Source: an optimization exercise on an open RTL-to-GDS flow (aim: small area and a short achievable clock period). Production flows keep margins and buffers that such runs may drop.
Only simulation tests tie the RTL to the original design; equivalence was not proved.
No driver is modelled on the clock port, so clocking that relies on it looks cheaper here than on a real chip.
Power and IR drop assume default switching activity.

==> trial 2 <==
==> flow/design.v (excerpt) <==
module ALU_DESIGN #(parameter DW = 8, CW = 4)(INP_VALID,OPA,OPB,CIN,CLK,RST,CMD,CE,MODE,COUT,OFLOW,RES,G,E,L,ERR);
  input [DW-1:0] OPA,OPB;
  input CLK,RST,CE,MODE,CIN;
  input [CW-1:0] CMD;
  input [1:0] INP_VALID;
  output reg [DW+1:0] RES;
  output reg COUT;
  output reg OFLOW;
  output reg G;
  output reg E;
  output reg L;
  output reg ERR;
  reg [7:0] A, B;
  reg [3:0] C;
  reg [4:0] W;
  reg VA, VB;
  reg [7:0] P, Q;
  always @(posedge CLK) begin
    if (INP_VALID[0]) A <= OPA;
    if (INP_VALID[1]) B <= OPB;
    if (|INP_VALID) C <= CMD;
  end
  always @(posedge CLK) begin
    if (RST) begin
      VA <= 1'b0;
      VB <= 1'b0;
    end else begin
      if (INP_VALID[0]) VA <= 1'b1;
      if (INP_VALID[1]) VB <= 1'b1;
    end
  end
  always @(posedge CLK) begin
    if (|INP_VALID)
      W[3:0] <= 4'd0;
    else if ((VA ^ VB) && !W[4])
      W[3:0] <= W[3:0] + 4'd1;
  end
  always @(posedge CLK) begin
    if (RST || (|INP_VALID))
      W[4] <= 1'b0;
    else if ((VA ^ VB) && (&W[3:0]))
      W[4] <= 1'b1;
  end
  wire timeout_err = !RST && W[4] && (INP_VALID == 2'b10 || (INP_VALID == 2'b01 && VB));
  wire c0  = (C == 4'd0);
  wire c1  = (C == 4'd1);
  wire c2  = (C == 4'd2);
  wire c3  = (C == 4'd3);
  wire c4  = (C == 4'd4);
  wire c5  = (C == 4'd5);
  wire c6  = (C == 4'd6);
  wire c7  = (C == 4'd7);
  wire c8  = (C == 4'd8);
  wire c9  = (C == 4'd9);
  wire c10 = (C == 4'd10);
  wire c11 = (C == 4'd11);
  wire c12 = (C == 4'd12);
  wire c13 = (C == 4'd13);
  wire xa    = C[3] ? C[0] : ~(C[2] & C[1]);
  wire x1    = ~C[3] & C[2] & C[1] & ~C[0];
  wire xp    = C[3] & C[1] & ~C[0];
  wire ybsel = ~C[3] & ~(C[2] & ~C[1]);
  wire yinv  = ~C[2] & C[0];
  wire y1    = ~C[3] & C[2] & ~C[1] & C[0];
  wire ci    = c1 | c7 | c9 | c10 | (c2 & CIN) | (c3 & ~CIN);
  wire [7:0] xl = ({8{xa}} & A) | ({8{xp}} & P) | {8{x1}};
  wire [7:0] yl = ({8{ybsel}} & (B ^ {8{yinv}})) | {8{y1}} | ({8{xp}} & ~Q);
  wire xh = x1;
  wire yh = (ybsel & yinv) | y1 | xp;
  wire [10:0] sum_c = {xh, xh, xl, 1'b1} + {yh, yh, yl, ci};
  wire [9:0] sum = sum_c[10:1];
  wire a_lt_b = A < B;
  wire a_eq_b = A == B;
  wire [63:0] pp;
  genvar gi, gj;
  generate for (gi = 0; gi < 8; gi = gi + 1) begin : g_pp
    for (gj = 0; gj < 8; gj = gj + 1) begin : g_ppj
      assign pp[gi*8+gj] = P[gi] & Q[gj];
    end
  end endgenerate
  wire t1 = pp[6] ^ pp[13];
  ...
export LEC_CHECK = 0
export CAP_MARGIN = 20
export CORE_MARGIN = 2
export CORE_UTILIZATION = 40
export SETUP_SLACK_MARGIN = 1.5
export SLEW_MARGIN = 20
create_clock -name core_clock -period 5.0 [get_ports {CLK}]
standard.sh (not shown) runs the stock make flow with config.mk's settings and CLKGATE_MAP_FILE= SYNTH_SCRIPT=/design/flow/synth_recipe.tcl, a recipe that flattens the netlist after the stock synthesis.
==> flow/flow/run.sh <==
#!/bin/bash
# Layout flow: the standard ORFS flow (standard.sh), with two changes:
#  - synthesis is the standard script (synth_recipe.tcl, ORFS synth.tcl) except
#    that full/half-adder extraction is off (ADDER_MAP_FILE empty) and the
#    final ABC mapping runs flow/syn.abc instead of ORFS's speed script;
#    the registers are unchanged (same passes up to dfflibmap);
#  - the port buffers are sky130_fd_sc_hd__buf_2 cells instead of the
#    default delay cells.
set -uo pipefail
W=$(pwd)
{
  head -n 1 synth_recipe.tcl
  cat <<EOT
proc abc {args} {
  set i [lsearch \$args -script]
  lset args [expr {\$i + 1}] $W/flow/syn.abc
  puts "flow/run.sh: abc \$args"
  yosys abc {*}\$args
}
EOT
  tail -n +2 synth_recipe.tcl
} > my_synth.tcl
bash standard.sh SYNTH_SCRIPT=$W/my_synth.tcl ADDER_MAP_FILE= \
  "BUFFER_PORTS_ARGS=-buffer_cell sky130_fd_sc_hd__buf_2" finish > flow_standard.log 2>&1
rc=$?
cp -r orfs/logs flow_orfs_logs 2>/dev/null
exit $rc
==> flow/flow/syn.abc <==
strash
dch
map
topo
buffer -c
upsize -c
dnsize -c
stime -c
==> trial 38: changes against trial 2 <==
==> flow/flow/syn.abc (replaced) <==
strash
dch
map -D 2000
strash
dch
map -D 2000
topo
buffer -c
upsize -c -D 2000
dnsize -c -D 2000
stime -c
--- a/flow/config.mk
+++ b/flow/config.mk
@@ -6,7 +6,7 @@
 export NUM_CORES = 4
 export LEC_CHECK = 0
 export CAP_MARGIN = 20
 export CORE_MARGIN = 2
 export CORE_UTILIZATION = 40
-export SETUP_SLACK_MARGIN = 1.5
+export SETUP_SLACK_MARGIN = 1.9
 export SLEW_MARGIN = 20
==> trial 21: changes against trial 2 <==
--- a/flow/design.v
+++ b/flow/design.v
@@ -60,17 +60,30 @@
   wire x1    = ~C[3] & C[2] & C[1] & ~C[0];
   wire xp    = C[3] & C[1] & ~C[0];
   wire ybsel = ~C[3] & ~(C[2] & ~C[1]);
   wire yinv  = ~C[2] & C[0];
   wire y1    = ~C[3] & C[2] & ~C[1] & C[0];
-  wire ci    = c1 | c7 | c9 | c10 | (c2 & CIN) | (c3 & ~CIN);
+  wire ci    = c1 | c7 | c10 | (c2 & CIN) | (c3 & ~CIN);
   wire [7:0] xl = ({8{xa}} & A) | ({8{xp}} & P) | {8{x1}};
   wire [7:0] yl = ({8{ybsel}} & (B ^ {8{yinv}})) | {8{y1}} | ({8{xp}} & ~Q);
   wire xh = x1;
   wire yh = (ybsel & yinv) | y1 | xp;
-  wire [10:0] sum_c = {xh, xh, xl, 1'b1} + {yh, yh, yl, ci};
-  wire [9:0] sum = sum_c[10:1];
+  wire [9:0] xx = {xh, xh, xl};
+  wire [9:0] yy = {yh, yh, yl};
+  wire [9:0] sxy = xx + yy;
+  wire [9:0] pr = xx ^ yy;
+  wire [9:0] cxy = sxy ^ pr;
+  wire [9:0] pa;
+  genvar gp;
+  generate for (gp = 0; gp < 10; gp = gp + 1) begin : g_pa
+    if (gp == 0) begin : g0
+      assign pa[0] = 1'b1;
+    end else begin : gn
+      assign pa[gp] = &pr[gp-1:0];
+    end
+  end endgenerate
+  wire [9:0] sum = pr ^ (cxy | (pa & {10{ci}}));
   wire a_lt_b = A < B;
   wire a_eq_b = A == B;
   wire [63:0] pp;
   genvar gi, gj;
   generate for (gi = 0; gi < 8; gi = gi + 1) begin : g_pp
@@ -138,16 +151,18 @@
   wire t62 = (t26 & t45) | (t26 & t44) | (t45 & t44);
   wire t63 = t30 ^ t47 ^ t46;
   wire [9:0] mr1 = {t63, t61, t59, t57, t55, t53, t51, pp[16], pp[1], pp[0]};
   wire [9:0] mr2 = {t62, t60, t58, t56, t54, t52, t50, t49, pp[8], 1'b0};
   wire [9:0] prod = mr1 + mr2;
-  wire [7:0] qinc;
+  wire [7:0] pinc, qinc;
   genvar gq;
-  generate for (gq = 0; gq < 8; gq = gq + 1) begin : g_qinc
+  generate for (gq = 0; gq < 8; gq = gq + 1) begin : g_inc
     if (gq == 0) begin : g0
+      assign pinc[0] = ~A[0];
       assign qinc[0] = ~B[0];
     end else begin : gn
+      assign pinc[gq] = A[gq] ^ (&A[gq-1:0]);
       assign qinc[gq] = B[gq] ^ (&B[gq-1:0]);
     end
   end endgenerate
   wire lt0 = c1 | c3 | c5 | c6 | c7;
   wire lt1 = c1 | c4 | c6;
@@ -193,10 +208,10 @@
       ERR <= !RST & err_n;
   end
   wire pq_upd = CE & (RST | (VA & VB & MODE & (c9 | c10)));
   always @(posedge CLK) begin
     if (pq_upd) begin
-      P <= RST ? 8'd0 : (c9 ? sum[7:0] : {A[6:0], 1'b0});
+      P <= RST ? 8'd0 : (c9 ? pinc : {A[6:0], 1'b0});
       Q <= RST ? 8'd0 : (c9 ? qinc : B);
     end
   end
 endmodule
--- a/flow/flow/run.sh
+++ b/flow/flow/run.sh
@@ -3,11 +3,13 @@
 #  - synthesis is the standard script (synth_recipe.tcl, ORFS synth.tcl) except
 #    that full/half-adder extraction is off (ADDER_MAP_FILE empty) and the
 #    final ABC mapping runs flow/syn.abc instead of ORFS's speed script;
 #    the registers are unchanged (same passes up to dfflibmap);
 #  - the port buffers are sky130_fd_sc_hd__buf_2 cells instead of the
-#    default delay cells.
+#    default delay cells;
+#  - after CTS, flow/skew.tcl delays the clock of the output registers
+#    (useful skew for the register-to-register paths into them).
 set -uo pipefail
 W=$(pwd)
 {
   head -n 1 synth_recipe.tcl
   cat <<EOT
@@ -19,9 +21,11 @@
 }
 EOT
   tail -n +2 synth_recipe.tcl
 } > my_synth.tcl
 bash standard.sh SYNTH_SCRIPT=$W/my_synth.tcl ADDER_MAP_FILE= \
-  "BUFFER_PORTS_ARGS=-buffer_cell sky130_fd_sc_hd__buf_2" finish > flow_standard.log 2>&1
+  "BUFFER_PORTS_ARGS=-buffer_cell sky130_fd_sc_hd__buf_2" \
+  "CTS_ARGS=-sink_clustering_enable -repair_clock_nets -dont_use_dummy_load" \
+  POST_CTS_TCL=$W/flow/skew.tcl finish > flow_standard.log 2>&1
 rc=$?
 cp -r orfs/logs flow_orfs_logs 2>/dev/null
 exit $rc
==> flow/flow/skew.tcl (new file) <==
# Useful skew between registers: the output registers (RES and the flags)
# get their clock later than the registers that feed them (the second
# group, P and Q, has an empty chain here). Each group of
# target registers on one clock-tree leaf net gets a chain of delay cells.
proc skew_esc {s} { return [string map {[ \\[ ] \\]} $s] }
set skew_rx [list {^(RES\[[0-9]+\]|COUT|OFLOW|G|E|L|ERR)\$_} {^(P|Q)\[[0-9]+\]\$_}]
set skew_chain [list {sky130_fd_sc_hd__clkdlybuf4s50_1 sky130_fd_sc_hd__clkbuf_4} {}]
array unset skew_grp
foreach cell [get_cells *] {
  set name [get_full_name $cell]
  for {set gi 0} {$gi < 2} {incr gi} {
    if {[regexp [lindex $skew_rx $gi] $name]} {
      set pin [get_pins -quiet "[skew_esc $name]/CLK"]
      if {$pin eq ""} { continue }
      set net [get_full_name [get_nets -of_objects $pin]]
      lappend skew_grp([list $net $gi]) $pin
    }
  }
}
set nins 0
foreach key [lsort [array names skew_grp]] {
  lassign $key net gi
  set chain [lindex $skew_chain $gi]
  set curnet $net
  foreach bc $chain {
    set pins $skew_grp($key)
    insert_buffer -buffer_cell $bc -net [get_nets [skew_esc $curnet]] -load_pins $pins
    incr nins
    set curnet [get_full_name [get_nets -of_objects [lindex $pins 0]]]
  }
  puts "skew: group $gi on $net: [llength $skew_grp($key)] registers, now on $curnet"
}
puts "skew: inserted $nins cells"
# The skew must not be what makes the input paths meet timing: from here on
# the repair sees CIN and MODE, whose paths end mostly at the delayed
# registers, arriving later by more than the skew.
set_input_delay 1.85 -clock [get_clocks core_clock] [get_ports {CIN MODE}]
detailed_placement
estimate_parasitics -placement
repair_timing_helper
detailed_placement
check_placement -verbose
==> flow/flow/syn.abc (replaced) <==
strash
dch
map -D 2000
strash
dch
map -D 2000
topo
buffer -c
upsize -c -D 2000
dnsize -c -D 2000
stime -c
--- a/flow/config.mk
+++ b/flow/config.mk
@@ -6,7 +6,7 @@
 export NUM_CORES = 4
 export LEC_CHECK = 0
 export CAP_MARGIN = 20
 export CORE_MARGIN = 2
 export CORE_UTILIZATION = 40
-export SETUP_SLACK_MARGIN = 1.5
+export SETUP_SLACK_MARGIN = 2.25
 export SLEW_MARGIN = 20
==> build 79: changes against trial 2 <==
==> flow/flow/syn.abc (replaced) <==
strash
dch
amap
topo
buffer -c
upsize -c -D 2000
dnsize -c -D 2000
stime -c
--- a/flow/config.mk
+++ b/flow/config.mk
@@ -6,7 +6,7 @@
 export NUM_CORES = 4
 export LEC_CHECK = 0
 export CAP_MARGIN = 20
 export CORE_MARGIN = 2
 export CORE_UTILIZATION = 40
-export SETUP_SLACK_MARGIN = 1.5
+export SETUP_SLACK_MARGIN = 1.9
 export SLEW_MARGIN = 20
==> results by group <==
Floorplanning
  – DIE AREA: 13,400 um2

Placement
  – Placed cell areas: 5440 um2

Synthesis
  – Post-Synth XOR/XNOR Area: 0.00350

Global route
  – Vias in the first global route: 5,361

Clock network
  – Longest Clk Path Bufs: 2

Final layout
  – Bufs w/o clock: 128

Critical path
  – CP max stage cell: edfxtp_1

Run status
  – Status: finished clean

Worst hold path
  – Worst hold endpoint: W[0]$_SDFFE_PP0P_
The numbers above come from build 79.

==> results by group <==
Final layout
  – Bufs w/o clock: 74
  – Most frequent cells in the layout: nand2_1, nor2_1, inv_1, edfxtp_1, o21ai_0
  – Finished Cell Area: 6500 um2
  – Area Growth Syn to Fin: 20.6%

Run status
  – Status: finished clean

Clock network
  – Longest Clk Path Bufs: 2

Placement
  – Placed cell areas: 5740 um2

Synthesis
  – Asr flop ratio synth: 0
  – Post-Synth XOR/XNOR Area: 0.0724

Worst hold path
  – Worst hold endpoint: ERR$_SDFFE_PP1P_

Floorplanning
  – DIE AREA: 14,400 um2

Global route
  – Vias in the first global route: 5,380

Critical path
  – CP max stage cell: edfxtp_1

STA
  – Final critical-path setup slack: 1.98 ns
The numbers above come from trial 38.

==> results by group <==
Clock network
  – Root Buffer: clkbuf_16
  – Longest Clk Path Bufs: 2

Worst hold path
  – Worst hold endpoint: ERR$_SDFFE_PP1P_
  – Worst hold path depth: 2

Final layout
  – Most frequent cells in the layout: nand2_1, nand3_1, inv_1, nor2_1, edfxtp_1
  – Bufs w/o clock: 46

Pwr
  – Clk. pwr: 0.000593 W

STA
  – Setup-failing EPs final: 0
  – Worst-margin pin slew: 0.699 ns

Placement
  – Placed cell areas: 6480 um2

Run status
  – Status: finished clean

Synthesis
  – Combinational family with the most area after synthesis: simple AND/OR/NAND/NOR gates
  – Post-Synth XOR/XNOR Area: 0.0170

Floorplanning
  – DIE AREA: 16,500 um2

Critical path
  – CP max stage cell: edfxtp_1
The numbers above come from trial 2.

==> results by group <==
Global route
  – Vias in the first global route: 5,534
  – Total track usage: 0.252

Run status
  – Status: finished clean

Floorplanning
  – Die height: 122 um
  – DIE AREA: 14,800 um2

Placement
  – Placed cell areas: 5890 um2

Pwr
  – Seq pwr share: 0.306
  – Switch share: 0.371
The numbers above come from trial 21.

-- separate check: timing with driven ports --
Ports are ideal in the flow. The routed layouts listed here were re-timed in OpenROAD.
Step 1: set_driving_cell puts a clkbuf_16 on CLK and a buf_2 on each other input, an assumption about the parent block.
Step 2 adds t to the input delays and takes it off the output delays; t is the mean of the earliest and latest rising clock arrival at the registers after step 1. Input paths then give back, and output paths get back, about the clock's delay inside the block.
a / b / c = ideal ports / drivers / drivers and shift; a / b = the first two.
run | t (ns) | setup WS [ns] | worst setup path at the end | worst slew at a driven data input, ns | pins driven straight from the clock port
trial 2 | 0.369 | 1.787 / 1.787 / 1.787 | register to register | 0.03 | 1
trial 38 | 0.369 | 1.975 / 1.975 / 1.791 | input to register | 0.03 | 1
build 79 | 0.378 | 1.350 / 1.350 / 1.350 | register to register | 0.03 | 1
After both steps setup and hold are still met in every run listed. The setup slack of trial 38, which loses most, moves by 0.000 ns with the drivers and by -0.184 ns with both steps.
